Background: an optimization exercise with open tools, aiming at a short achievable clock period and few clock cycles. Do not read the settings as production practice.
Function was checked by simulation only, so behaviour that the tests miss may differ from the original.
Power is estimated from default activity; no workload was simulated.

Setup of oak:
// riscv_core
module riscv_core (
    input  clock,
    input  reset,
    output [31:0] bus_address,
    input  [31:0] bus_read_data,
    output [31:0] bus_write_data,
    output [3:0]  bus_byte_enable,
    output        bus_read_enable,
    output        bus_write_enable,
    input  [31:0] inst,
    output [31:0] pc
);
Settings: LEC_CHECK=0, ABC_CLOCK_PERIOD_IN_PS=2500, CAP_MARGIN=40, CORE_MARGIN=2, CORE_UTILIZATION=40, PLACE_DENSITY=0.5, SETUP_SLACK_MARGIN=5, SLEW_MARGIN=40; clock period 9.0 ns.
standard.sh (not shown) runs the stock make flow with config.mk's settings and CLKGATE_MAP_FILE= SYNTH_SCRIPT=/design/flow/synth_recipe.tcl, a recipe that flattens the netlist after the stock synthesis.
==> flow/flow/run.sh <==
#!/bin/bash
# Standard layout, with timing repair aimed well below the 9 ns clock.
set -euo pipefail
bash standard.sh SETUP_SLACK_MARGIN=6.5 finish > standard_flow.log 2>&1
Testbench counts of oak, summed over its fixed seeds: cycles 116,679.
Input changes introduced in pine (baseline for comparison: oak):
--- a/flow/design.v
+++ b/flow/design.v
@@ -127,17 +127,17 @@
     logic [4:0]  shl_x, shr_x;    
     logic [31:0] sd_x, rs1v_x, imm_x;
     logic [31:0] c_x;             
     logic        cf_x;            
     logic        cz_x;
     logic        fused_x, fused2_x, bne_x;
     logic        is_sum_x;    
     logic        fs_l_x;      
-    logic        fs_x_x, fj_x, fc_x;   
+    logic        fs_x_x, fc_x;   
     logic [31:2] pc_x, pc4_x, pcimm_x, ptgt_x;
     logic        tgt_ok_x;    
     logic        pt_x;
     logic [1:0]  ctr_x;
     logic        is_branch_x, is_jal_x, is_jalr_x, is_load_x, is_store_x, is_sfb_x;
     logic        wr_x;
     logic [4:0]  rd_x;
     logic [2:0]  f3_x;
@@ -390,17 +390,17 @@
     logic        feq_x, leq_x;
     assign feq_x = (a_x ^ b_x) == {(a_x[30:0] | b_x[30:0]), 1'b0};
     assign leq_x = lg_x == 32'b0;
     assign cond_x = fused2_x ? (sub_x ? eq_x : is_sum_x ? feq_x : leq_x) ^ bne_x :
                     (c_eq_x & eq_x) | (c_ne_x & ~eq_x) | (c_lt_x & lt_x) | (c_ge_x & ~lt_x)
                   | (c_ltu_x & ltu_x) | (c_geu_x & ~ltu_x);
     logic [31:0] jt_x;
     logic [31:0] j_x;
-    assign j_x  = fj_x ? res_m : rs1v_x;
+    assign j_x  = rs1v_x;
     assign jt_x = j_x + imm_x;
     logic        jc2_x;
     logic [29:0] ja_x, jb_x, jk_x, jco_x;
     logic        jok_x;
     assign jc2_x = (j_x[1] & imm_x[1]) | ((j_x[1] ^ imm_x[1]) & j_x[0] & imm_x[0]);
     assign ja_x  = j_x[31:2];
     assign jb_x  = imm_x[31:2];
     assign jk_x  = ptgt_x;
@@ -433,19 +433,21 @@
     always_comb
         case (f3_m[1:0])
             2'b00:   ld_m = {{24{~f3_m[2] & ld_sh_m[7]}}, ld_sh_m[7:0]};
             2'b01:   ld_m = {{16{~f3_m[2] & ld_sh_m[15]}}, ld_sh_m[15:0]};
             default: ld_m = bus_read_data;
         endcase
     assign mres_m = ld_m_sel ? ld_m : res_m;
     logic stall_next;
-    assign stall_next = !stall_r && valid_d && is_load_d && writes_d && !redirect_m &&
-                        ((uses1_f && rs1_f == rd_d) || (uses2_f && rs2_f == rd_d) ||
-                         (sfbz_m && inst[19:15] == rd_d));
+    assign stall_next = !stall_r && valid_d && writes_d && !redirect_m &&
+                        ((is_load_d &&
+                          ((uses1_f && rs1_f == rd_d) || (uses2_f && rs2_f == rd_d) ||
+                           (sfbz_m && inst[19:15] == rd_d))) ||
+                         (inst[6:0] == 7'b1100111 && inst[19:15] == rd_d));
     logic [31:2] pcn_f;
     logic [31:0] idxn_f;
     assign pcn_f  = redirect_m ? tgt_m : stall_r ? pc_f :
                     f_taken ? f_tgt : fuse_f || fuse2_f || fuse3_f ? pc8_f : pc4_f;
     assign idxn_f = redirect_m ? onehot5(tgt_m[6:2]) : stall_r ? idx_f :
                     f_taken ? onehot5(f_tgtl[6:2]) :
                     fuse_f || fuse2_f || fuse3_f ? {idx_f[29:0], idx_f[31:30]} :
                                                    {idx_f[30:0], idx_f[31]};
@@ -530,17 +532,16 @@
                    is_lui_d ? 32'b0 : is_auipc_d ? {pc_d, 2'b00} : {pc4_d, 2'b00};
         opb_x   <= opb_d;
         sha_x   <= is_sll_d | is_sr_d ? r1_d : 32'b0;
         shl_x   <= is_sll_d ? opb_d[4:0] : 5'b0;
         shr_x   <= is_sr_d ? opb_d[4:0] : 5'b0;
         sd_x    <= hm2 ? mres_m : rf2_d;
         rs1v_x  <= hm1 ? mres_m : rf1_d;
         fs_x_x  <= hx2 && !is_load_x;
-        fj_x    <= hx1;
         fc_x    <= hx3;
         imm_x   <= imm_d;
         fs_l_x  <= hx2 && is_load_x;
         c_x     <= r3_d;
         cf_x    <= hx3 || hm3 || hw3;
         cz_x    <= rz3_d || oh3_d == 32'b0;
         fused_x <= fused_d;
         fused2_x <= fused2_d;
==> run summary <==
pine went all the way through the flow, and no timing, DRC or antenna check failed.
pine -> oak: number of nets still failing antenna checks after routing delta 0, exact match
Max-slew violation total from the final report: pine vs oak identical
Per the comparison of pine with oak, internal power moved down; sequential share of layout area moved down; wire length moved up; via count moved up.
[compare] base=oak new=pine: met1 demand-to-capacity share in global routing moved up, first-pass GRT wire length moved up, starting density of the core level.
Testbench counts of pine, summed over its fixed seeds: cycles 116,679.

## re-timing with driven ports
The results above use ideal ports. As a check the final layouts listed here were re-extracted and re-timed, cells and wires unchanged.
Step 1, drivers: a clkbuf_16 drives clock and a buf_2 each remaining input, both assumed.
Step 2 also shifts input and output timing later by t, the mid clock arrival at the registers, as if the neighbouring blocks saw the same clock.
Three values: no drivers, after step 1, after step 2; two values: the first two.
run | t, ns | slack for setup (ns) | worst setup path at the end | worst data-port slew with drivers (ns) | cell pins on the clock port's net
oak | 1.153 | 5.010 / 5.010 / 4.523 | input to register | 0.38 | 1
pine | 1.131 | 5.188 / 5.188 / 4.520 | input to register | 0.37 | 1
After both steps every run listed still meets setup and hold. The setup slack of pine, which loses most, moves by 0.000 ns with the drivers and by -0.668 ns with both steps.
